This is an optimization exercise on Yosys and OpenROAD, whose aim is small area, a short achievable clock period and few clock cycles per item, not a production implementation.
No functional check of the RTL was part of any run shown here.
No activity file was given, so power comes from the tool's default toggle rates.

--- flow/design.v ---
`timescale 1ns/1ps
module RGB2YUV (start, clk, rst_n, inportR, inportG, inportB, done, outportY, outportU, outportV);
	input start, clk, rst_n;
	input [8:0] inportR, inportG, inportB;
	output done;
	output [8:0] outportY, outportU, outportV;
	wire [8:0] y, u, v;
	wire n_inportR_0 = ~inportR[0];
	wire n_inportR_1 = ~inportR[1];
	wire n_inportR_2 = ~inportR[2];
	wire n_inportR_3 = ~inportR[3];
	wire n_inportR_4 = ~inportR[4];
	wire n_inportR_5 = ~inportR[5];
	wire n_inportR_6 = ~inportR[6];
	wire n_inportR_7 = ~inportR[7];
	wire s1;
	wire c2;
	FA fa_s1 (.a(inportR[2]), .b(inportR[0]), .c(n_inportR_4), .s(s1), .co(c2));
	wire s3;
	wire c4;
	FA fa_s3 (.a(inportR[3]), .b(inportR[1]), .c(n_inportR_5), .s(s3), .co(c4));
	wire g5;
	assign g5 = n_inportR_0 & 1'b1;
	wire g6;
	assign g6 = n_inportR_0 | 1'b1;
	wire g7;
	assign g7 = n_inportR_2 & inportR[0];
	wire g8;
	assign g8 = n_inportR_2 | inportR[0];
	wire g9;
	assign g9 = n_inportR_3 & inportR[1];
	wire g10;
	assign g10 = n_inportR_3 | inportR[1];
	wire g11;
	assign g11 = c2 & s3;
	wire g12;
	assign g12 = c2 | s3;
	wire g13;
	assign g13 = n_inportR_1 & g5;
	wire g14;
	assign g14 = n_inportR_1 & g6;
	wire g15;
	assign g15 = g8 & n_inportR_1;
	wire g16;
	assign g16 = g9 | (g10 & g7);
	wire g17;
	assign g17 = g10 & g8;
	wire g18;
	assign g18 = s1 & g9;
	wire g19;
	assign g19 = s1 & g10;
	wire g20;
	assign g20 = g12 & s1;
	wire g21;
	assign g21 = g7 | (g15 & g5);
	wire g22;
	assign g22 = g16 | (g17 & g13);
	wire g23;
	assign g23 = g17 & g14;
	wire g24;
	assign g24 = g18 | (g19 & g7);
	wire g25;
	assign g25 = g19 & g15;
	wire g26;
	assign g26 = g11 | (g20 & g16);
	wire g27;
	assign g27 = g20 & g17;
	wire g28;
	assign g28 = g24 | (g25 & g5);
	wire g29;
	assign g29 = g26 | (g27 & g13);
	wire n_inportG_0 = ~inportG[0];
	wire n_inportG_1 = ~inportG[1];
	wire n_inportG_2 = ~inportG[2];
	wire n_inportG_3 = ~inportG[3];
	wire n_inportG_4 = ~inportG[4];
	wire n_inportG_5 = ~inportG[5];
	wire n_inportG_6 = ~inportG[6];
	wire n_inportG_7 = ~inportG[7];
	wire s30;
	wire c31;
	FA fa_s30 (.a(1'b1), .b(n_inportG_2), .c(n_inportG_0), .s(s30), .co(c31));
	wire s32;
	wire c33;
	FA fa_s32 (.a(n_inportG_3), .b(n_inportG_1), .c(c31), .s(s32), .co(c33));
	wire s34;
	wire c35;
	FA fa_s34 (.a(inportG[0]), .b(n_inportG_4), .c(n_inportG_2), .s(s34), .co(c35));
	wire s36;
	wire c37;
	FA fa_s36 (.a(inportG[1]), .b(n_inportG_5), .c(n_inportG_3), .s(s36), .co(c37));
	wire s38;
	wire c39;
	FA fa_s38 (.a(inportG[2]), .b(inportG[0]), .c(n_inportG_6), .s(s38), .co(c39));
	wire s40;
	wire c41;
	FA fa_s40 (.a(n_inportG_4), .b(c37), .c(s38), .s(s40), .co(c41));
	wire g42;
	assign g42 = n_inportG_0 & 1'b1;
	wire g43;
	assign g43 = n_inportG_0 | 1'b1;
	wire g44;
	assign g44 = c33 & s34;
	wire g45;
	assign g45 = c33 | s34;
	wire g46;
	assign g46 = c35 & s36;
	wire g47;
	assign g47 = c35 | s36;
	wire g48;
	assign g48 = n_inportG_1 & g42;
	wire g49;
	assign g49 = n_inportG_1 & g43;
	wire g50;
	assign g50 = s30 & n_inportG_1;
	wire g51;
	assign g51 = s32 & s30;
	wire g52;
	assign g52 = g45 & s32;
	wire g53;
	assign g53 = g46 | (g47 & g44);
	wire g54;
	assign g54 = g47 & g45;
	wire g55;
	assign g55 = s40 & g46;
	wire g56;
	assign g56 = s40 & g47;
	wire g57;
	assign g57 = g50 & g42;
	wire g58;
	assign g58 = g51 & g48;
	wire g59;
	assign g59 = g51 & g49;
	wire g60;
	assign g60 = g52 & g50;
	wire g61;
	assign g61 = g54 & g51;
	wire g62;
	assign g62 = g55 | (g56 & g44);
	wire g63;
	assign g63 = g56 & g52;
	wire g64;
	assign g64 = g44 | (g60 & g42);
	wire g65;
	assign g65 = g53 | (g61 & g48);
	wire g66;
	assign g66 = g62 | (g63 & g57);
	wire n_inportB_0 = ~inportB[0];
	wire n_inportB_1 = ~inportB[1];
	wire n_inportB_2 = ~inportB[2];
	wire n_inportB_3 = ~inportB[3];
	wire n_inportB_4 = ~inportB[4];
	wire n_inportB_5 = ~inportB[5];
	wire n_inportB_6 = ~inportB[6];
	wire n_inportB_7 = ~inportB[7];
	wire s67;
	wire c68;
	FA fa_s67 (.a(inportB[2]), .b(1'b1), .c(n_inportB_0), .s(s67), .co(c68));
	wire s69;
	wire c70;
	FA fa_s69 (.a(inportB[3]), .b(n_inportB_1), .c(c68), .s(s69), .co(c70));
	wire s71;
	wire c72;
	FA fa_s71 (.a(inportB[4]), .b(n_inportB_2), .c(c70), .s(s71), .co(c72));
	wire s73;
	wire c74;
	FA fa_s73 (.a(inportB[5]), .b(inportB[0]), .c(n_inportB_3), .s(s73), .co(c74));
	wire s75;
	wire c76;
	FA fa_s75 (.a(inportB[6]), .b(inportB[1]), .c(n_inportB_4), .s(s75), .co(c76));
	wire s77;
	wire c78;
	FA fa_s77 (.a(inportB[7]), .b(inportB[2]), .c(n_inportB_5), .s(s77), .co(c78));
	wire g79;
	assign g79 = c72 & s73;
	wire g80;
	assign g80 = c72 | s73;
	wire g81;
	assign g81 = c74 & s75;
	wire g82;
	assign g82 = c74 | s75;
	wire g83;
	assign g83 = c76 & s77;
	wire g84;
	assign g84 = c76 | s77;
	wire g85;
	assign g85 = inportB[1] & inportB[0];
	wire g86;
	assign g86 = s67 & inportB[1];
	wire g87;
	assign g87 = s69 & s67;
	wire g88;
	assign g88 = s71 & s69;
	wire g89;
	assign g89 = g80 & s71;
	wire g90;
	assign g90 = g81 | (g82 & g79);
	wire g91;
	assign g91 = g82 & g80;
	wire g92;
	assign g92 = g83 | (g84 & g81);
	wire g93;
	assign g93 = g84 & g82;
	wire g94;
	assign g94 = g87 & g85;
	wire g95;
	assign g95 = g88 & g86;
	wire g96;
	assign g96 = g89 & g87;
	wire g97;
	assign g97 = g91 & g88;
	wire g98;
	assign g98 = g92 | (g93 & g79);
	wire g99;
	assign g99 = g93 & g89;
	wire g100;
	assign g100 = g99 & g94;
	wire [8:0] sg_y;
	function [8:0] f_y;
		input [2:0] s;
		case (s)
			3'd0: f_y = 9'd494;
			3'd1: f_y = 9'd418;
			3'd2: f_y = 9'd344;
			3'd3: f_y = 9'd268;
			3'd4: f_y = 9'd465;
			3'd5: f_y = 9'd389;
			3'd6: f_y = 9'd315;
			3'd7: f_y = 9'd239;
			default: f_y = 9'd0;
		endcase
	endfunction
	assign sg_y = f_y({inportB[8], inportG[8], inportR[8]});
	wire s101;
	wire c102;
	FA fa_s101 (.a(inportR[4]), .b(inportR[2]), .c(inportG[3]), .s(s101), .co(c102));
	wire s103;
	wire c104;
	FA fa_s103 (.a(inportG[1]), .b(inportB[3]), .c(n_inportR_6), .s(s103), .co(c104));
	wire s105;
	wire c106;
	FA fa_s105 (.a(n_inportG_7), .b(n_inportG_5), .c(n_inportB_6), .s(s105), .co(c106));
	wire s107;
	wire c108;
	FA fa_s107 (.a(c4), .b(c39), .c(c78), .s(s107), .co(c108));
	wire s109;
	wire c110;
	FA fa_s109 (.a(s101), .b(s103), .c(s105), .s(s109), .co(c110));
	wire s111;
	wire c112;
	FA fa_s111 (.a(sg_y[0]), .b(s107), .c(c41), .s(s111), .co(c112));
	wire s113;
	wire c114;
	FA fa_s113 (.a(s109), .b(g29), .c(s111), .s(s113), .co(c114));
	wire s115;
	wire c116;
	FA fa_s115 (.a(inportR[5]), .b(inportR[3]), .c(inportG[4]), .s(s115), .co(c116));
	wire s117;
	wire c118;
	FA fa_s117 (.a(inportG[2]), .b(inportB[4]), .c(n_inportR_7), .s(s117), .co(c118));
	wire s119;
	wire c120;
	FA fa_s119 (.a(n_inportG_6), .b(n_inportB_7), .c(c102), .s(s119), .co(c120));
	wire s121;
	wire c122;
	FA fa_s121 (.a(c104), .b(c106), .c(s115), .s(s121), .co(c122));
	wire s123;
	wire c124;
	FA fa_s123 (.a(s117), .b(sg_y[1]), .c(c108), .s(s123), .co(c124));
	wire s125;
	wire c126;
	FA fa_s125 (.a(s119), .b(c110), .c(s121), .s(s125), .co(c126));
	wire s127;
	wire c128;
	FA fa_s127 (.a(c112), .b(s123), .c(s125), .s(s127), .co(c128));
	wire s129;
	wire c130;
	FA fa_s129 (.a(inportR[6]), .b(inportR[4]), .c(inportG[5]), .s(s129), .co(c130));
	wire s131;
	wire c132;
	FA fa_s131 (.a(inportG[3]), .b(inportB[5]), .c(n_inportG_7), .s(s131), .co(c132));
	wire s133;
	wire c134;
	FA fa_s133 (.a(c116), .b(c118), .c(s129), .s(s133), .co(c134));
	wire s135;
	wire c136;
	FA fa_s135 (.a(s131), .b(sg_y[2]), .c(c120), .s(s135), .co(c136));
	wire s137;
	wire c138;
	FA fa_s137 (.a(c122), .b(s133), .c(c124), .s(s137), .co(c138));
	wire s139;
	wire c140;
	FA fa_s139 (.a(s135), .b(c126), .c(s137), .s(s139), .co(c140));
	wire s141;
	wire c142;
	FA fa_s141 (.a(inportR[7]), .b(inportR[5]), .c(inportG[6]), .s(s141), .co(c142));
	wire s143;
	wire c144;
	FA fa_s143 (.a(inportG[4]), .b(inportB[6]), .c(c130), .s(s143), .co(c144));
	wire s145;
	wire c146;
	FA fa_s145 (.a(c132), .b(s141), .c(sg_y[3]), .s(s145), .co(c146));
	wire s147;
	wire c148;
	FA fa_s147 (.a(c134), .b(s143), .c(s145), .s(s147), .co(c148));
	wire s149;
	wire c150;
	FA fa_s149 (.a(c136), .b(s147), .c(c138), .s(s149), .co(c150));
	wire s151;
	wire c152;
	FA fa_s151 (.a(inportR[6]), .b(inportG[7]), .c(inportG[5]), .s(s151), .co(c152));
	wire s153;
	wire c154;
	FA fa_s153 (.a(inportB[7]), .b(c142), .c(s151), .s(s153), .co(c154));
	wire s155;
	wire c156;
	FA fa_s155 (.a(sg_y[4]), .b(c144), .c(c146), .s(s155), .co(c156));
	wire s157;
	wire c158;
	FA fa_s157 (.a(s153), .b(c148), .c(s155), .s(s157), .co(c158));
	wire s159;
	wire c160;
	FA fa_s159 (.a(inportR[7]), .b(inportG[6]), .c(c152), .s(s159), .co(c160));
	wire s161;
	wire c162;
	FA fa_s161 (.a(sg_y[5]), .b(c154), .c(s159), .s(s161), .co(c162));
	wire s163;
	wire c164;
	FA fa_s163 (.a(c156), .b(s161), .c(c158), .s(s163), .co(c164));
	wire s165;
	wire c166;
	FA fa_s165 (.a(inportG[7]), .b(sg_y[6]), .c(c160), .s(s165), .co(c166));
	wire s167;
	wire c168;
	FA fa_s167 (.a(c162), .b(s165), .c(c164), .s(s167), .co(c168));
	wire s169;
	wire c170;
	FA fa_s169 (.a(sg_y[7]), .b(c166), .c(c168), .s(s169), .co(c170));
	reg [14:0] st_y;
	wire [14:0] nx_y = {g98, (sg_y[8] ^ c170), s169, s167, s163, s157, c150, s149, c140, s139, c128, s127, c114, s113, g66};
	wire g171;
	assign g171 = st_y[0] & st_y[1];
	wire g172;
	assign g172 = st_y[0] | st_y[1];
	wire g173;
	assign g173 = st_y[2] & st_y[3];
	wire g174;
	assign g174 = st_y[2] | st_y[3];
	wire g175;
	assign g175 = st_y[4] & st_y[5];
	wire g176;
	assign g176 = st_y[4] | st_y[5];
	wire g177;
	assign g177 = st_y[6] & st_y[7];
	wire g178;
	assign g178 = st_y[6] | st_y[7];
	wire g179;
	assign g179 = st_y[8] & st_y[9];
	wire g180;
	assign g180 = st_y[8] | st_y[9];
	wire g181;
	assign g181 = g171 | (g172 & st_y[14]);
	wire g182;
	assign g182 = g173 | (g174 & g171);
	wire g183;
	assign g183 = g174 & g172;
	wire g184;
	assign g184 = g175 | (g176 & g173);
	wire g185;
	assign g185 = g176 & g174;
	wire g186;
	assign g186 = g177 | (g178 & g175);
	wire g187;
	assign g187 = g178 & g176;
	wire g188;
	assign g188 = g179 | (g180 & g177);
	wire g189;
	assign g189 = g180 & g178;
	wire g190;
	assign g190 = st_y[10] & g179;
	wire g191;
	assign g191 = st_y[10] & g180;
	wire g192;
	assign g192 = st_y[11] & st_y[10];
	wire g193;
	assign g193 = st_y[12] & st_y[11];
	wire g194;
	assign g194 = g182 | (g183 & st_y[14]);
	wire g195;
	assign g195 = g184 | (g185 & g181);
	wire g196;
	assign g196 = g186 | (g187 & g182);
	wire g197;
	assign g197 = g187 & g183;
	wire g198;
	assign g198 = g188 | (g189 & g184);
	wire g199;
	assign g199 = g189 & g185;
	wire g200;
	assign g200 = g190 | (g191 & g186);
	wire g201;
	assign g201 = g191 & g187;
	wire g202;
	assign g202 = g192 & g188;
	wire g203;
	assign g203 = g192 & g189;
	wire g204;
	assign g204 = g193 & g190;
	wire g205;
	assign g205 = g193 & g191;
	wire g206;
	assign g206 = g196 | (g197 & st_y[14]);
	wire g207;
	assign g207 = g198 | (g199 & g181);
	wire g208;
	assign g208 = g200 | (g201 & g194);
	wire g209;
	assign g209 = g202 | (g203 & g195);
	wire g210;
	assign g210 = g204 | (g205 & g196);
	wire g211;
	assign g211 = g205 & g197;
	wire g212;
	assign g212 = g210 | (g211 & st_y[14]);
	assign y = {(st_y[13] ^ g212), (st_y[12] ^ g209), (st_y[11] ^ g208), (st_y[10] ^ g207), (st_y[8] ^ st_y[9] ^ g206), (st_y[6] ^ st_y[7] ^ g195), (st_y[4] ^ st_y[5] ^ g194), (st_y[2] ^ st_y[3] ^ g181), (st_y[0] ^ st_y[1] ^ st_y[14])};
	wire s213;
	wire c214;
	FA fa_s213 (.a(inportR[4]), .b(inportR[2]), .c(inportR[0]), .s(s213), .co(c214));
	wire s215;
	wire c216;
	FA fa_s215 (.a(inportR[5]), .b(inportR[3]), .c(inportR[1]), .s(s215), .co(c216));
	wire s217;
	wire c218;
	FA fa_s217 (.a(inportR[6]), .b(inportR[4]), .c(inportR[2]), .s(s217), .co(c218));
	wire s219;
	wire c220;
	FA fa_s219 (.a(1'b1), .b(n_inportR_0), .c(c216), .s(s219), .co(c220));
	wire s221;
	wire c222;
	FA fa_s221 (.a(inportR[7]), .b(inportR[5]), .c(inportR[3]), .s(s221), .co(c222));
	wire s223;
	wire c224;
	FA fa_s223 (.a(n_inportR_1), .b(c218), .c(s221), .s(s223), .co(c224));
	wire g225;
	assign g225 = inportR[2] & inportR[0];
	wire g226;
	assign g226 = inportR[2] | inportR[0];
	wire g227;
	assign g227 = inportR[3] & inportR[1];
	wire g228;
	assign g228 = inportR[3] | inportR[1];
	wire g229;
	assign g229 = c214 & s215;
	wire g230;
	assign g230 = c214 | s215;
	wire g231;
	assign g231 = s217 & s219;
	wire g232;
	assign g232 = s217 | s219;
	wire g233;
	assign g233 = c220 & s223;
	wire g234;
	assign g234 = c220 | s223;
	wire g235;
	assign g235 = inportR[1] & inportR[0];
	wire g236;
	assign g236 = g226 & inportR[1];
	wire g237;
	assign g237 = g227 | (g228 & g225);
	wire g238;
	assign g238 = g228 & g226;
	wire g239;
	assign g239 = s213 & g227;
	wire g240;
	assign g240 = s213 & g228;
	wire g241;
	assign g241 = g230 & s213;
	wire g242;
	assign g242 = g231 | (g232 & g229);
	wire g243;
	assign g243 = g232 & g230;
	wire g244;
	assign g244 = g233 | (g234 & g231);
	wire g245;
	assign g245 = g234 & g232;
	wire g246;
	assign g246 = g238 & g235;
	wire g247;
	assign g247 = g239 | (g240 & g225);
	wire g248;
	assign g248 = g240 & g236;
	wire g249;
	assign g249 = g229 | (g241 & g237);
	wire g250;
	assign g250 = g241 & g238;
	wire g251;
	assign g251 = g242 | (g243 & g239);
	wire g252;
	assign g252 = g243 & g240;
	wire g253;
	assign g253 = g244 | (g245 & g229);
	wire g254;
	assign g254 = g245 & g241;
	wire g255;
	assign g255 = g251 | (g252 & g225);
	wire g256;
	assign g256 = g253 | (g254 & g237);
	wire g257;
	assign g257 = g254 & g246;
	wire s258;
	wire c259;
	FA fa_s258 (.a(1'b1), .b(n_inportG_2), .c(n_inportG_0), .s(s258), .co(c259));
	wire s260;
	wire c261;
	FA fa_s260 (.a(n_inportG_3), .b(n_inportG_1), .c(c259), .s(s260), .co(c261));
	wire s262;
	wire c263;
	FA fa_s262 (.a(1'b1), .b(n_inportG_4), .c(n_inportG_2), .s(s262), .co(c263));
	wire s264;
	wire c265;
	FA fa_s264 (.a(n_inportG_0), .b(s262), .c(c261), .s(s264), .co(c265));
	wire s266;
	wire c267;
	FA fa_s266 (.a(n_inportG_5), .b(n_inportG_3), .c(n_inportG_1), .s(s266), .co(c267));
	wire s268;
	wire c269;
	FA fa_s268 (.a(c263), .b(s266), .c(c265), .s(s268), .co(c269));
	wire g270;
	assign g270 = n_inportG_0 & 1'b1;
	wire g271;
	assign g271 = n_inportG_0 | 1'b1;
	wire g272;
	assign g272 = n_inportG_1 & g270;
	wire g273;
	assign g273 = n_inportG_1 & g271;
	wire g274;
	assign g274 = s258 & n_inportG_1;
	wire g275;
	assign g275 = s260 & s258;
	wire g276;
	assign g276 = s264 & s260;
	wire g277;
	assign g277 = s268 & s264;
	wire g278;
	assign g278 = g274 & g270;
	wire g279;
	assign g279 = g275 & g272;
	wire g280;
	assign g280 = g275 & g273;
	wire g281;
	assign g281 = g276 & g274;
	wire g282;
	assign g282 = g277 & g275;
	wire g283;
	assign g283 = g281 & g270;
	wire g284;
	assign g284 = g282 & g272;
	wire [8:0] sg_u;
	function [8:0] f_u;
		input [2:0] s;
		case (s)
			3'd0: f_u = 9'd492;
			3'd1: f_u = 9'd364;
			3'd2: f_u = 9'd23;
			3'd3: f_u = 9'd407;
			3'd4: f_u = 9'd64;
			3'd5: f_u = 9'd448;
			3'd6: f_u = 9'd107;
			3'd7: f_u = 9'd491;
			default: f_u = 9'd0;
		endcase
	endfunction
	assign sg_u = f_u({inportG[8], inportR[8], inportB[8]});
	wire s285;
	wire c286;
	FA fa_s285 (.a(inportB[1]), .b(inportR[6]), .c(inportR[4]), .s(s285), .co(c286));
	wire s287;
	wire c288;
	FA fa_s287 (.a(n_inportR_2), .b(n_inportG_6), .c(n_inportG_4), .s(s287), .co(c288));
	wire s289;
	wire c290;
	FA fa_s289 (.a(n_inportG_2), .b(c222), .c(c267), .s(s289), .co(c290));
	wire s291;
	wire c292;
	FA fa_s291 (.a(s285), .b(s287), .c(sg_u[0]), .s(s291), .co(c292));
	wire s293;
	wire c294;
	FA fa_s293 (.a(c224), .b(s289), .c(s291), .s(s293), .co(c294));
	wire s295;
	wire c296;
	FA fa_s295 (.a(s293), .b(c269), .c(g256), .s(s295), .co(c296));
	wire s297;
	wire c298;
	FA fa_s297 (.a(inportB[2]), .b(inportR[7]), .c(inportR[5]), .s(s297), .co(c298));
	wire s299;
	wire c300;
	FA fa_s299 (.a(n_inportR_3), .b(n_inportG_7), .c(n_inportG_5), .s(s299), .co(c300));
	wire s301;
	wire c302;
	FA fa_s301 (.a(n_inportG_3), .b(c286), .c(c288), .s(s301), .co(c302));
	wire s303;
	wire c304;
	FA fa_s303 (.a(s297), .b(s299), .c(sg_u[1]), .s(s303), .co(c304));
	wire s305;
	wire c306;
	FA fa_s305 (.a(c290), .b(s301), .c(c292), .s(s305), .co(c306));
	wire s307;
	wire c308;
	FA fa_s307 (.a(s303), .b(c294), .c(s305), .s(s307), .co(c308));
	wire s309;
	wire c310;
	FA fa_s309 (.a(inportB[3]), .b(inportR[6]), .c(n_inportR_4), .s(s309), .co(c310));
	wire s311;
	wire c312;
	FA fa_s311 (.a(n_inportG_6), .b(n_inportG_4), .c(c298), .s(s311), .co(c312));
	wire s313;
	wire c314;
	FA fa_s313 (.a(c300), .b(s309), .c(sg_u[2]), .s(s313), .co(c314));
	wire s315;
	wire c316;
	FA fa_s315 (.a(c302), .b(s311), .c(c304), .s(s315), .co(c316));
	wire s317;
	wire c318;
	FA fa_s317 (.a(s313), .b(c306), .c(s315), .s(s317), .co(c318));
	wire s319;
	wire c320;
	FA fa_s319 (.a(inportB[4]), .b(inportR[7]), .c(n_inportR_5), .s(s319), .co(c320));
	wire s321;
	wire c322;
	FA fa_s321 (.a(n_inportG_7), .b(n_inportG_5), .c(c310), .s(s321), .co(c322));
	wire s323;
	wire c324;
	FA fa_s323 (.a(s319), .b(sg_u[3]), .c(c312), .s(s323), .co(c324));
	wire s325;
	wire c326;
	FA fa_s325 (.a(s321), .b(c314), .c(s323), .s(s325), .co(c326));
	wire s327;
	wire c328;
	FA fa_s327 (.a(c316), .b(s325), .c(c318), .s(s327), .co(c328));
	wire s329;
	wire c330;
	FA fa_s329 (.a(inportB[5]), .b(n_inportR_6), .c(n_inportG_6), .s(s329), .co(c330));
	wire s331;
	wire c332;
	FA fa_s331 (.a(c320), .b(s329), .c(sg_u[4]), .s(s331), .co(c332));
	wire s333;
	wire c334;
	FA fa_s333 (.a(c322), .b(s331), .c(c324), .s(s333), .co(c334));
	wire s335;
	wire c336;
	FA fa_s335 (.a(c326), .b(s333), .c(c328), .s(s335), .co(c336));
	wire s337;
	wire c338;
	FA fa_s337 (.a(inportB[6]), .b(n_inportR_7), .c(n_inportG_7), .s(s337), .co(c338));
	wire s339;
	wire c340;
	FA fa_s339 (.a(c330), .b(s337), .c(sg_u[5]), .s(s339), .co(c340));
	wire s341;
	wire c342;
	FA fa_s341 (.a(c332), .b(s339), .c(c334), .s(s341), .co(c342));
	wire s343;
	wire c344;
	FA fa_s343 (.a(inportB[7]), .b(c338), .c(sg_u[6]), .s(s343), .co(c344));
	wire s345;
	wire c346;
	FA fa_s345 (.a(c340), .b(s343), .c(c342), .s(s345), .co(c346));
	wire s347;
	wire c348;
	FA fa_s347 (.a(sg_u[7]), .b(c344), .c(c346), .s(s347), .co(c348));
	reg [12:0] st_u;
	wire [12:0] nx_u = {g284, (sg_u[8] ^ c348), s347, s345, s341, c336, s335, s327, s317, c308, s307, c296, s295};
	wire g349;
	assign g349 = st_u[1] & st_u[2];
	wire g350;
	assign g350 = st_u[1] | st_u[2];
	wire g351;
	assign g351 = st_u[3] & st_u[4];
	wire g352;
	assign g352 = st_u[3] | st_u[4];
	wire g353;
	assign g353 = st_u[7] & st_u[8];
	wire g354;
	assign g354 = st_u[7] | st_u[8];
	wire g355;
	assign g355 = st_u[0] & st_u[12];
	wire g356;
	assign g356 = g350 & st_u[0];
	wire g357;
	assign g357 = g351 | (g352 & g349);
	wire g358;
	assign g358 = g352 & g350;
	wire g359;
	assign g359 = st_u[5] & g351;
	wire g360;
	assign g360 = st_u[5] & g352;
	wire g361;
	assign g361 = st_u[6] & st_u[5];
	wire g362;
	assign g362 = g354 & st_u[6];
	wire g363;
	assign g363 = st_u[9] & g353;
	wire g364;
	assign g364 = st_u[9] & g354;
	wire g365;
	assign g365 = st_u[10] & st_u[9];
	wire g366;
	assign g366 = g349 | (g356 & st_u[12]);
	wire g367;
	assign g367 = g357 | (g358 & g355);
	wire g368;
	assign g368 = g359 | (g360 & g349);
	wire g369;
	assign g369 = g360 & g356;
	wire g370;
	assign g370 = g361 & g357;
	wire g371;
	assign g371 = g361 & g358;
	wire g372;
	assign g372 = g353 | (g362 & g359);
	wire g373;
	assign g373 = g362 & g360;
	wire g374;
	assign g374 = g364 & g361;
	wire g375;
	assign g375 = g365 & g353;
	wire g376;
	assign g376 = g365 & g362;
	wire g377;
	assign g377 = g368 | (g369 & st_u[12]);
	wire g378;
	assign g378 = g370 | (g371 & g355);
	wire g379;
	assign g379 = g372 | (g373 & g366);
	wire g380;
	assign g380 = g363 | (g374 & g367);
	wire g381;
	assign g381 = g375 | (g376 & g368);
	wire g382;
	assign g382 = g376 & g369;
	wire g383;
	assign g383 = g381 | (g382 & st_u[12]);
	assign u = {(st_u[11] ^ g383), (st_u[10] ^ g380), (st_u[9] ^ g379), (st_u[7] ^ st_u[8] ^ g378), (st_u[6] ^ g377), (st_u[5] ^ g367), (st_u[3] ^ st_u[4] ^ g366), (st_u[1] ^ st_u[2] ^ g355), (st_u[0] ^ st_u[12])};
	wire s384;
	wire c385;
	FA fa_s384 (.a(inportG[4]), .b(inportG[2]), .c(inportG[0]), .s(s384), .co(c385));
	wire s386;
	wire c387;
	FA fa_s386 (.a(inportG[5]), .b(inportG[3]), .c(inportG[1]), .s(s386), .co(c387));
	wire s388;
	wire c389;
	FA fa_s388 (.a(inportG[6]), .b(inportG[4]), .c(inportG[2]), .s(s388), .co(c389));
	wire s390;
	wire c391;
	FA fa_s390 (.a(inportG[7]), .b(inportG[5]), .c(inportG[3]), .s(s390), .co(c391));
	wire s392;
	wire c393;
	FA fa_s392 (.a(1'b1), .b(n_inportG_0), .c(c389), .s(s392), .co(c393));
	wire g394;
	assign g394 = inportG[2] & inportG[0];
	wire g395;
	assign g395 = inportG[2] | inportG[0];
	wire g396;
	assign g396 = inportG[3] & inportG[1];
	wire g397;
	assign g397 = inportG[3] | inportG[1];
	wire g398;
	assign g398 = c385 & s386;
	wire g399;
	assign g399 = c385 | s386;
	wire g400;
	assign g400 = c387 & s388;
	wire g401;
	assign g401 = c387 | s388;
	wire g402;
	assign g402 = s390 & s392;
	wire g403;
	assign g403 = s390 | s392;
	wire g404;
	assign g404 = inportG[1] & inportG[0];
	wire g405;
	assign g405 = g395 & inportG[1];
	wire g406;
	assign g406 = g396 | (g397 & g394);
	wire g407;
	assign g407 = g397 & g395;
	wire g408;
	assign g408 = s384 & g396;
	wire g409;
	assign g409 = s384 & g397;
	wire g410;
	assign g410 = g399 & s384;
	wire g411;
	assign g411 = g400 | (g401 & g398);
	wire g412;
	assign g412 = g401 & g399;
	wire g413;
	assign g413 = g402 | (g403 & g400);
	wire g414;
	assign g414 = g403 & g401;
	wire g415;
	assign g415 = g407 & g404;
	wire g416;
	assign g416 = g408 | (g409 & g394);
	wire g417;
	assign g417 = g409 & g405;
	wire g418;
	assign g418 = g398 | (g410 & g406);
	wire g419;
	assign g419 = g410 & g407;
	wire g420;
	assign g420 = g411 | (g412 & g408);
	wire g421;
	assign g421 = g412 & g409;
	wire g422;
	assign g422 = g413 | (g414 & g398);
	wire g423;
	assign g423 = g414 & g410;
	wire g424;
	assign g424 = g420 | (g421 & g394);
	wire g425;
	assign g425 = g422 | (g423 & g406);
	wire g426;
	assign g426 = g423 & g415;
	wire s427;
	wire c428;
	FA fa_s427 (.a(1'b1), .b(n_inportB_2), .c(n_inportB_0), .s(s427), .co(c428));
	wire s429;
	wire c430;
	FA fa_s429 (.a(n_inportB_3), .b(n_inportB_1), .c(c428), .s(s429), .co(c430));
	wire s431;
	wire c432;
	FA fa_s431 (.a(n_inportB_4), .b(n_inportB_2), .c(c430), .s(s431), .co(c432));
	wire s433;
	wire c434;
	FA fa_s433 (.a(n_inportB_5), .b(n_inportB_3), .c(c432), .s(s433), .co(c434));
	wire g435;
	assign g435 = n_inportB_0 & 1'b1;
	wire g436;
	assign g436 = n_inportB_0 | 1'b1;
	wire g437;
	assign g437 = n_inportB_1 & g435;
	wire g438;
	assign g438 = n_inportB_1 & g436;
	wire g439;
	assign g439 = s427 & n_inportB_1;
	wire g440;
	assign g440 = s429 & s427;
	wire g441;
	assign g441 = s431 & s429;
	wire g442;
	assign g442 = s433 & s431;
	wire g443;
	assign g443 = g439 & g435;
	wire g444;
	assign g444 = g440 & g437;
	wire g445;
	assign g445 = g440 & g438;
	wire g446;
	assign g446 = g441 & g439;
	wire g447;
	assign g447 = g442 & g440;
	wire g448;
	assign g448 = g446 & g435;
	wire g449;
	assign g449 = g447 & g437;
	wire [8:0] sg_v;
	function [8:0] f_v;
		input [2:0] s;
		case (s)
			3'd0: f_v = 9'd492;
			3'd1: f_v = 9'd364;
			3'd2: f_v = 9'd87;
			3'd3: f_v = 9'd471;
			3'd4: f_v = 9'd0;
			3'd5: f_v = 9'd384;
			3'd6: f_v = 9'd107;
			3'd7: f_v = 9'd491;
			default: f_v = 9'd0;
		endcase
	endfunction
	assign sg_v = f_v({inportB[8], inportG[8], inportR[8]});
	wire s450;
	wire c451;
	FA fa_s450 (.a(inportR[1]), .b(inportG[6]), .c(inportG[4]), .s(s450), .co(c451));
	wire s452;
	wire c453;
	FA fa_s452 (.a(n_inportG_1), .b(n_inportB_6), .c(n_inportB_4), .s(s452), .co(c453));
	wire s454;
	wire c455;
	FA fa_s454 (.a(c391), .b(s450), .c(s452), .s(s454), .co(c455));
	wire s456;
	wire c457;
	FA fa_s456 (.a(sg_v[0]), .b(c393), .c(s454), .s(s456), .co(c457));
	wire s458;
	wire c459;
	FA fa_s458 (.a(s456), .b(g425), .c(c434), .s(s458), .co(c459));
	wire s460;
	wire c461;
	FA fa_s460 (.a(inportR[2]), .b(inportG[7]), .c(inportG[5]), .s(s460), .co(c461));
	wire s462;
	wire c463;
	FA fa_s462 (.a(n_inportG_2), .b(n_inportB_7), .c(n_inportB_5), .s(s462), .co(c463));
	wire s464;
	wire c465;
	FA fa_s464 (.a(c451), .b(c453), .c(s460), .s(s464), .co(c465));
	wire s466;
	wire c467;
	FA fa_s466 (.a(s462), .b(sg_v[1]), .c(c455), .s(s466), .co(c467));
	wire s468;
	wire c469;
	FA fa_s468 (.a(s464), .b(c457), .c(s466), .s(s468), .co(c469));
	wire s470;
	wire c471;
	FA fa_s470 (.a(inportR[3]), .b(inportG[6]), .c(n_inportG_3), .s(s470), .co(c471));
	wire s472;
	wire c473;
	FA fa_s472 (.a(n_inportB_6), .b(c461), .c(c463), .s(s472), .co(c473));
	wire s474;
	wire c475;
	FA fa_s474 (.a(s470), .b(sg_v[2]), .c(c465), .s(s474), .co(c475));
	wire s476;
	wire c477;
	FA fa_s476 (.a(s472), .b(c467), .c(s474), .s(s476), .co(c477));
	wire s478;
	wire c479;
	FA fa_s478 (.a(inportR[4]), .b(inportG[7]), .c(n_inportG_4), .s(s478), .co(c479));
	wire s480;
	wire c481;
	FA fa_s480 (.a(n_inportB_7), .b(c471), .c(s478), .s(s480), .co(c481));
	wire s482;
	wire c483;
	FA fa_s482 (.a(sg_v[3]), .b(c473), .c(s480), .s(s482), .co(c483));
	wire s484;
	wire c485;
	FA fa_s484 (.a(c475), .b(s482), .c(c477), .s(s484), .co(c485));
	wire s486;
	wire c487;
	FA fa_s486 (.a(inportR[5]), .b(n_inportG_5), .c(c479), .s(s486), .co(c487));
	wire s488;
	wire c489;
	FA fa_s488 (.a(sg_v[4]), .b(s486), .c(c481), .s(s488), .co(c489));
	wire s490;
	wire c491;
	FA fa_s490 (.a(c483), .b(s488), .c(c485), .s(s490), .co(c491));
	wire s492;
	wire c493;
	FA fa_s492 (.a(inportR[6]), .b(n_inportG_6), .c(sg_v[5]), .s(s492), .co(c493));
	wire s494;
	wire c495;
	FA fa_s494 (.a(c487), .b(s492), .c(c489), .s(s494), .co(c495));
	wire s496;
	wire c497;
	FA fa_s496 (.a(inportR[7]), .b(n_inportG_7), .c(sg_v[6]), .s(s496), .co(c497));
	wire s498;
	wire c499;
	FA fa_s498 (.a(c493), .b(s496), .c(c495), .s(s498), .co(c499));
	wire s500;
	wire c501;
	FA fa_s500 (.a(sg_v[7]), .b(c497), .c(c499), .s(s500), .co(c501));
	reg [12:0] st_v;
	wire [12:0] nx_v = {g449, (sg_v[8] ^ c501), s500, s498, s494, c491, s490, s484, s476, c469, s468, c459, s458};
	wire g502;
	assign g502 = st_v[1] & st_v[2];
	wire g503;
	assign g503 = st_v[1] | st_v[2];
	wire g504;
	assign g504 = st_v[3] & st_v[4];
	wire g505;
	assign g505 = st_v[3] | st_v[4];
	wire g506;
	assign g506 = st_v[7] & st_v[8];
	wire g507;
	assign g507 = st_v[7] | st_v[8];
	wire g508;
	assign g508 = st_v[0] & st_v[12];
	wire g509;
	assign g509 = g503 & st_v[0];
	wire g510;
	assign g510 = g504 | (g505 & g502);
	wire g511;
	assign g511 = g505 & g503;
	wire g512;
	assign g512 = st_v[5] & g504;
	wire g513;
	assign g513 = st_v[5] & g505;
	wire g514;
	assign g514 = st_v[6] & st_v[5];
	wire g515;
	assign g515 = g507 & st_v[6];
	wire g516;
	assign g516 = st_v[9] & g506;
	wire g517;
	assign g517 = st_v[9] & g507;
	wire g518;
	assign g518 = st_v[10] & st_v[9];
	wire g519;
	assign g519 = g502 | (g509 & st_v[12]);
	wire g520;
	assign g520 = g510 | (g511 & g508);
	wire g521;
	assign g521 = g512 | (g513 & g502);
	wire g522;
	assign g522 = g513 & g509;
	wire g523;
	assign g523 = g514 & g510;
	wire g524;
	assign g524 = g514 & g511;
	wire g525;
	assign g525 = g506 | (g515 & g512);
	wire g526;
	assign g526 = g515 & g513;
	wire g527;
	assign g527 = g517 & g514;
	wire g528;
	assign g528 = g518 & g506;
	wire g529;
	assign g529 = g518 & g515;
	wire g530;
	assign g530 = g521 | (g522 & st_v[12]);
	wire g531;
	assign g531 = g523 | (g524 & g508);
	wire g532;
	assign g532 = g525 | (g526 & g519);
	wire g533;
	assign g533 = g516 | (g527 & g520);
	wire g534;
	assign g534 = g528 | (g529 & g521);
	wire g535;
	assign g535 = g529 & g522;
	wire g536;
	assign g536 = g534 | (g535 & st_v[12]);
	assign v = {(st_v[11] ^ g536), (st_v[10] ^ g533), (st_v[9] ^ g532), (st_v[7] ^ st_v[8] ^ g531), (st_v[6] ^ g530), (st_v[5] ^ g520), (st_v[3] ^ st_v[4] ^ g519), (st_v[1] ^ st_v[2] ^ g508), (st_v[0] ^ st_v[12])};
	assign done = start;
	always @(posedge clk or negedge rst_n) begin
		if (!rst_n) begin
			st_y <= 15'd0;
			st_u <= 13'd0;
			st_v <= 13'd0;
		end else if (start) begin
			st_y <= nx_y;
			st_u <= nx_u;
			st_v <= nx_v;
		end
	end
	assign outportY = y;
	assign outportU = u;
	assign outportV = v;
endmodule
module FA (a, b, c, s, co);
	input a, b, c;
	output s, co;
	assign s = a ^ b ^ c;
	assign co = (a & b) | (a & c) | (b & c);
endmodule
--- flow/run.sh ---
#!/bin/bash
# synth_recipe.tcl (not shown) runs the flow's synth.tcl, then flattens the netlist and writes it again
# the make line also repeats each setting of config.mk as NAME=value (left out here)
make -C /OpenROAD-flow-scripts/flow DESIGN_CONFIG=/design/flow/config.mk WORK_HOME=/design/flow/orfs CLKGATE_MAP_FILE= SYNTH_SCRIPT=/design/flow/synth_recipe.tcl finish
--- flow/config.mk ---
export PLATFORM = sky130hd
export DESIGN_NAME = RGB2YUV
export DESIGN_NICKNAME = RGB2YUV
export VERILOG_FILES = /design/flow/design.v
export SDC_FILE = /design/flow/constraint.sdc
export NUM_CORES = 4
export LEC_CHECK = 0
export CAP_MARGIN = 20
export CORE_MARGIN = 2
export CORE_UTILIZATION = 55
export SETUP_SLACK_MARGIN = 5
export SLEW_MARGIN = 20
export SYNTH_HIERARCHICAL = 1
export SYNTH_MINIMUM_KEEP_SIZE = 0
--- flow/constraint.sdc ---
create_clock -name core_clock -period 10.0 [get_ports {clk}]
set_input_delay 2.0000 -clock core_clock [delete_from_list [all_inputs] [get_ports {clk}]]
set_output_delay 2.0000 -clock core_clock [all_outputs]
set_load 0.01 [all_outputs]
==> flow_metrics.py, run 1 <==
metrics = {
    "critical_path": {
        "r2r_start": "st_y[12]",
        "critPathLaunchType": "input pin",
        "cp.arrival_ps": 5290,
        "worstSetupPathType": "in2reg",
        "ff2ff_path_depth": 1,
        "required_ps": 10170,
        "r2r_slack_ps": 9080,
        "timing.rr.end": "st_y[12]",
        "worst_setup_path_end_kind": "flop",
        "crit_fanout": 4,
    },
    "synth": {
        "synth-edff-count": 0,
        "syn_area_sq_um": 5588,
        "seq_area_frac_synth_pct": 18.36,
        "netlist-cell-type-count": 46,
        "async_reset_ff_share_pct": 100.0,
        "synthCells": 483,
        "synth_ff_type": "dfrtp_1",
        "ys_warn_count": 7,
        "synth_area_per_cell_sq_um": 11.57,
        "synth-seq-cells": 41,
    },
    "clocking": {
        "cts_buffers": 5,
        "clk_path_buf_depth": 2,
        "htreeDepth": 2,
        "root_buffer": "clkbuf_8",
        "numClockSinks": 41,
        "cts_tree": "yes",
        "clkTransAtPathRegs_ps": 80,
        "clkLatencyLatePin_ps": 310,
    },
    "die": {
        "die_y_um": 104.8,
        "ios": 58,
        "die_x_um": 104.8,
        "start_util_pct": 56.91,
        "coreArea_sq_um": 9819,
        "row_count": 36,
        "dieArea_sq_um": 10980,
    },
    "cells_and_area": {
        "fin_util_pct": 67.00,
        "nets": 749,
        "fillers": 784,
        "multiInputGateArea_sq_um": 4388,
        "syn_to_final_growth_pct": 17.73,
        "drive_above_1_share_pct": 19.89,
        "antennaDiodeCount": 0,
        "regArea_sq_um": 1026,
    },
    "power": {
        "comb_power_share_pct": 70.2,
        "clock_power_share_pct": 9.1,
        "vdd.ir_drop.worst_uv": 130.1,
        "swShare_pct": 41.75,
        "p_leak_uw": 0.002807,
        "seqPwrFrac_pct": 20.7,
        "p_int_uw": 849.9,
        "powerDensity_nw_per_um2": 221.8,
        "switchingPower_uw": 609.3,
    },
    "timing": {
        "fin_skew_ps": 0,
        "max_freq_mhz": 195.4,
        "rsz0062_at_grt": "yes",
        "min_period_over_period_pct": 51.17,
        "hold_viol_final": 0,
        "final_max_slew_viol_count": 0,
        "tightest_slew_ps": 939.7,
        "relSlewSlack_pct": 37.35,
        "finalSetupViolCount": 0,
        "fin_crit_ps": 5117,
        "setup_tns_ps": 0,
    },
    "place": {
        "dpl.hpwl_mm": 10.34,
        "place_congestion": 0.8835,
        "io_buffer_count": 57,
    },
    "global_routing": {
        "antenna_found_initial": 1,
        "grt_max_degree": 68,
        "grt.total_usage_pct": 25.26,
        "grt_pass1_vias": 4153,
        "grt_pass1_wl_mm": 21.10,
        "globalRoute.totalOverflow": 0,
    },
    "routing": {
        "dr.pass1.iters": 5,
        "viasPerCell": 5.407,
        "drt-initial-drc-count": 132,
        "drtAntennaViolNets": 0,
        "drt_wl_total_mm": 12.34,
        "route.detailed.drc": 0,
        "wl_per_cell_um": 17.86,
        "dr_total_vias": 3736,
    },
    "outcome": {
        "outcome": "timing/DRC/antenna clean",
    },
    "job": {
        "maxCapViolCount": 0,
    },
    "min_path": {
        "min_path_cells": 1,
        "min_to": "st_u[11]",
        "min-delay-start": "st_u[11]",
        "hp-class": "reg2reg",
    },
}
## synthesized netlist by cell type (6+ instances only)
cell type / number / area, sq um
dfrtp_1: 41 / 1026
mux2_2: 16 / 180.2
xnor2_1: 10 / 87.58
inv_1: 63 / 236.5
nor3_1: 6 / 30.03
a21oi_1: 16 / 80.08
nand2_1: 40 / 150.1
o21ai_0: 38 / 190.2
nor2_1: 15 / 56.30
ha_1: 32 / 400.4
clkbuf_1: 8 / 30.03
fa_1: 129 / 2582
xor2_1: 12 / 105.1
## how the worst max path moves through the flow
stage,to,slack (ps),cells past startpoint,start
after floorplan,st_y[13],4740,11,inportG[7]
after global placement,st_y[13],3580,12,inportG[7]
after detailed placement,st_y[13],3520,12,inportG[7]
after CTS,st_y[13],4890,11,inportR[5]
after global routing,st_y[13],4760,11,inportR[7]
final,st_y[13],4880,11,inportR[5]
## cells in the final DEF, fill, tap and decap left out, types with 4 or more instances in the layout
master,n
nand2_1,40
conb_1,7
inv_1,52
maj3_2,4
buf_2,10
nor3_1,6
xor2_1,12
fa_1,101
clkbuf_8,5
a21oi_1,16
nor2_1,15
xnor2_1,10
inv_2,4
ha_1,32
nand2b_1,5
buf_4,22
clkdlybuf4s50_1,30
clkinvlp_4,5
fa_2,28
buf_6,4
mux2_2,15
o21ai_0,36
dfrtp_1,41
## what timing repair did
item,in CTS,in global routing
hold buffers,0,0
cloned,0,0
setup endpoints to repair,34,10
resized for setup,144,21
pin swaps,7,4
setup buffers,12,3
## per-stage QoR
step | setup slack [ps] | hold WS, ps | area (sq um) | total power [uW] | instances
2_1_floorplan | 4736 | 501.1 | 5658 | 906.9 | 489
3_3_place_gp | 3580 | 519.0 | 6347 | 1290 | 669
3_5_place_dp | 3522 | 524.1 | 6347 | 1314 | 669
4_1_cts | 4886 | 552.6 | 6525 | 1466 | 688
5_1_grt | 4758 | 571.6 | 6579 | 1610 | 691
6_report | 4883 | 545.7 | 6579 | 1459 | 691
## critical path, cell delays in order
cell and delay, ps:
buf_12 110, fa_1 570, fa_2 460, fa_2 360, fa_2 380, fa_2 360
fa_2 340, fa_2 340, and3_1 180, o21ai_1 110, o21ai_1 80
## registers in the layout, indices dropped and copies added (netlist names)
signal  count
st_y       15
st_u       13
st_v       13
## modules after synthesis, one instance, submodules excluded
module | flops+latches | cells inside | area, sq um | times used
FA | 0 | 1 | 20.02 | 128
RGB2YUV | 41 | 355 | 3025 | 1
## per-layer routing
metal	vias to the layer above	track usage, %	share of wire [%]
met2	77	42.90	50
met1	1941	34.47	45
li1	1695	-	-
met5	-	0	0
met4	0	8.000	2.8
met3	23	2.682	2.3
## logic make-up after synthesis
group           Yosys count  share of synthesized area (%)
mux                      19                          3.762
flops                    41                          18.36
buf+inv                  74                          5.038
simple gates             83                          6.807
fa+ha+maj               166                          54.37
xor+xnor                 22                          3.448
compound gates           77                          8.151
other cells               1                        0.06711
## area by class of cell
cell class	instances	area share, %
Clock buffer	5	1.046
Clock inverter	2	0.5325
Inverter	63	3.956
Multi-Input combinational cell	374	66.70
Sequential cell	41	15.60
Tap cell	133	2.529
Timing Repair Buffer	73	9.642
## power by group through the flow
stage,Sequential (uW),Combinational (uW),Clock [uW]
finish,302,1020,133
CTS,302,1030,138
global placement,300,990,0
floorplan,282,625,0
global route,312,1150,144
detailed placement,304,1010,0
==> run 2, diff against run 1 <==
==> flow/flow/run.sh (new file) <==
#!/bin/bash
# The standard layout (standard.sh), except that the port buffers are
# sky130_fd_sc_hd__buf_1 cells rather than ORFS's default delay buffers, and timing
# repair aims for 5.5 ns of setup slack. Each run's output goes to its own log.
set -euo pipefail
export BUFFER_PORTS_ARGS="-buffer_cell sky130_fd_sc_hd__buf_1"
export SETUP_SLACK_MARGIN=5.5
bash standard.sh synth > synth.log 2>&1
bash standard.sh > layout.log 2>&1
==> flow/standard.sh (new file) <==
#!/bin/bash
# synth_recipe.tcl (not shown) runs the flow's synth.tcl, then flattens the netlist and writes it again
# the make line also repeats each setting of config.mk as NAME=value (left out here)
make -C /OpenROAD-flow-scripts/flow DESIGN_CONFIG=/design/flow/config.mk WORK_HOME=/design/flow/orfs CLKGATE_MAP_FILE= SYNTH_SCRIPT=/design/flow/synth_recipe.tcl "${@:-finish}"
--- a/flow/config.mk
+++ b/flow/config.mk
@@ -8,7 +8,6 @@
 export CAP_MARGIN = 20
 export CORE_MARGIN = 2
 export CORE_UTILIZATION = 55
-export SETUP_SLACK_MARGIN = 5
 export SLEW_MARGIN = 20
 export SYNTH_HIERARCHICAL = 1
 export SYNTH_MINIMUM_KEEP_SIZE = 0
removed: flow/run.sh
==> flow_metrics.py, run 2 <==
metrics = {
    "outcome": {
        "outcome": "timing/DRC/antenna clean",
    },
    "global_routing": {
        "grt_pass1_wl_mm": 22.32,
        "globalRoute.totalOverflow": 0,
        "antenna_found_initial": 0,
        "grt_max_degree": 42,
        "grt.total_usage_pct": 26.95,
        "grt_pass1_vias": 4193,
    },
    "cells_and_area": {
        "final_cell_mix": "fa_1 (81), inv_1 (50), fa_2 (48)",
        "drive_above_1_share_pct": 27.41,
        "syn_to_final_growth_pct": 21.16,
        "layout_commonest_cell": "fa_1",
        "top_regs": "st_y: 15 flops, st_u: 13 flops, st_v: 13 flops",
        "antennaDiodeCount": 0,
        "fin_util_pct": 68.95,
        "largest_register_ffs": 15,
        "fillers": 740,
        "stdcell_area_sq_um": 6770,
        "nets": 770,
        "regMostFlops": "st_y",
    },
    "timing": {
        "fin_skew_ps": 0,
        "hold_viol_final": 0,
        "relSlewSlack_pct": 59.96,
        "rsz0062_at_grt": "yes",
        "fin_crit_ps": 5122,
        "finalSetupViolCount": 0,
        "setup_tns_ps": 0,
        "tightest_slew_ps": 583.9,
        "min_period_over_period_pct": 51.22,
        "setup_ws_ps": 4878,
        "final_max_slew_viol_count": 0,
        "max_freq_mhz": 195.2,
    },
    "routing": {
        "wl_per_cell_um": 19.23,
        "dr.pass1.iters": 4,
        "viasPerCell": 5.386,
        "drtAntennaViolNets": 0,
        "route.detailed.drc": 0,
        "met1Wirelength_mm": 5.925,
        "drt_wl_total_mm": 13.71,
        "routed.top_layer": "met4",
        "dr_total_vias": 3840,
        "dr_wl_met3_um": 536,
        "route.met2.wl_mm": 6.980,
        "drt-initial-drc-count": 218,
    },
    "synth": {
        "yosysMostFrequentCell": "fa_1",
        "netlist-cell-type-count": 46,
        "seq_area_frac_synth_pct": 18.36,
        "ys_warn_count": 7,
        "yosysTopAreaCell": "fa_1",
        "synth.cells.most_frequent": "fa_1 (129), inv_1 (63), dfrtp_1 (41)",
        "synth_area_per_cell_sq_um": 11.57,
        "synthCells": 483,
        "synth-seq-cells": 41,
        "synth_ff_type": "dfrtp_1",
        "yosysTopAreaCellShare_pct": 46.22,
        "synth-edff-count": 0,
        "synth.area.top_cells": "fa_1 (46%), dfrtp_1 (18%), ha_1 (7.2%), inv_1 (4.2%), o21ai_0 (3.4%)",
        "syn_area_sq_um": 5588,
        "async_reset_ff_share_pct": 100.0,
    },
    "clocking": {
        "clk_path_buf_depth": 2,
        "clkLatencyLatePin_ps": 310,
        "cts_tree": "yes",
        "clkTransAtPathRegs_ps": 80,
        "numClockSinks": 41,
        "ctsHoldBuffers": 0,
        "root_buffer": "clkbuf_8",
        "cts_buffers": 5,
        "htreeDepth": 2,
    },
    "power": {
        "power_uw": 1360,
        "comb_power_share_pct": 67.0,
        "powerDensity_nw_per_um2": 200.8,
        "p_int_uw": 741.8,
        "p_leak_uw": 0.002861,
        "swShare_pct": 45.44,
        "seqPwrFrac_pct": 22.2,
        "switchingPower_uw": 617.9,
        "clock_power_share_pct": 10.8,
        "vdd.ir_drop.worst_uv": 140.4,
    },
    "critical_path": {
        "critPathLaunchType": "input pin",
        "required_ps": 10200,
        "cp.arrival_ps": 5320,
        "worst_setup_path_end_kind": "flop",
        "crit_fanout": 7,
        "worstSetupPathType": "in2reg",
    },
    "die": {
        "coreArea_sq_um": 9819,
        "die_y_um": 104.8,
        "dieArea_sq_um": 10980,
        "ios": 58,
        "row_count": 36,
        "die_x_um": 104.8,
        "start_util_pct": 56.91,
    },
    "place": {
        "place_congestion": 0.8971,
        "dp_slack_ps": 3873,
        "dpl.hpwl_mm": 10.53,
        "postPlaceCellArea_sq_um": 6071,
        "io_buffer_count": 57,
    },
    "min_path": {
        "hp-class": "reg2reg",
    },
    "job": {
        "maxCapViolCount": 0,
    },
}
[run 2: path summary, 6_finish.rpt]
check                      cells after the start       end  startpoint  slack [ps]
max in group asynchronous                      1   st_v[5]       rst_n        7920
max reg2reg                                    1  st_y[12]    st_y[12]        9130
min                                            1  st_u[11]    st_u[11]         540
min in group asynchronous                      1   st_u[0]       rst_n        1680
max                                           11  st_y[13]  inportR[5]        4880
min reg2reg                                    1  st_u[11]    st_u[11]         540
[run 2: power by group through the flow]
| stage | registers [uW] | logic (uW) | clock network [uW] |
|---|---|---|---|
| global placement | 299 | 850 | 0 |
| CTS | 301 | 897 | 151 |
| detailed placement | 304 | 867 | 0 |
| floorplan | 282 | 634 | 0 |
| global route | 311 | 1030 | 158 |
| finish | 301 | 912 | 147 |
[run 2: cell type report]
type                       instances  area, sq um  share of cell area (%)
multi-input combinational        374         4464                   65.94
clock inverter                     1        30.03                  0.4435
tap                              133        166.4                   2.458
clock buffer                       7        86.33                   1.275
inverter                          63        272.8                   4.029
timing repair buffer              94        724.4                   10.70
sequential                        41         1026                   15.15
[run 2: cell families (layout without fill, tap and decap cells)]
kind of cell               count (synthesis)  in the layout  synth area share, %
adders and majority gates                166            166                54.37
and+or+nand+nor                           83             83                6.807
AOI/OAI and AO/OA                         77             77                8.151
buffers and inverters                     74            165                5.038
DFF                                       41             41                18.36
xor gates and xnor gates                  22             22                3.448
muxes                                     19             19                3.762
other                                      1              7              0.06711
[run 2: worst max-delay path, stage by stage]
cell and delay, ps:
buf_12 110, fa_1 520, fa_2 420, fa_1 480, fa_2 390, fa_2 350
fa_2 340, fa_2 340, and3_1 190, o21ai_2 100, o21ai_1 70
[run 2: Yosys stat by module, one instance, submodules excluded]
module	cells inside	cell area [sq um]
FA	1	20.02
RGB2YUV	355	3025
[run 2: timing repair]
action,CTS,global route
gates resized for setup,73,26
pin swaps,21,22
buffers inserted,17,17
endpoints found under the setup margin,39,27
cloned,2,0
[run 2: metal layers]
metal / vias up / track usage (%)
met2: 102 / 45.04
met1: 1981 / 36.69
li1: 1734 / -
met4: 0 / 8.190
met5: - / 0
met3: 23 / 4.180
[run 2: through the flow]
step	hold slack, ps	cells
finish	541.4	713
detailed placement	529.4	669
global route	579.1	713
floorplan	501.1	489
CTS	548.4	696
global placement	523.6	669

[what the ideal ports hide]
In the flow no input, the clock included, has a driving cell. The finished layouts below were timed again as built, in two steps.
Step 1, drivers: a clkbuf_16 drives clk and a buf_2 each remaining input, both assumed.
Step 2 adds t to the input delays and takes it off the output delays; t is the mean of the earliest and latest rising clock arrival at the registers after step 1. Input paths then give back, and output paths get back, about the clock's delay inside the block.
Three values: ideal ports, drivers, drivers and shift; two values: the first two.
run	t, ns	slack for setup (ns)	worst hold slack (ns)	worst slew at a driven data input, ns	pins driven straight from the clock port
run 1	0.336	4.883 / 4.870 / 4.534	0.546 / 0.546 / 0.546	0.06	1
run 2	0.340	4.878 / 4.854 / 4.514	0.541 / 0.541 / 0.541	0.07	1
After both steps setup and hold are still met in every run listed. For run 2, which loses most, drivers alone change the setup slack by -0.024 ns; drivers and shift together by -0.364 ns.
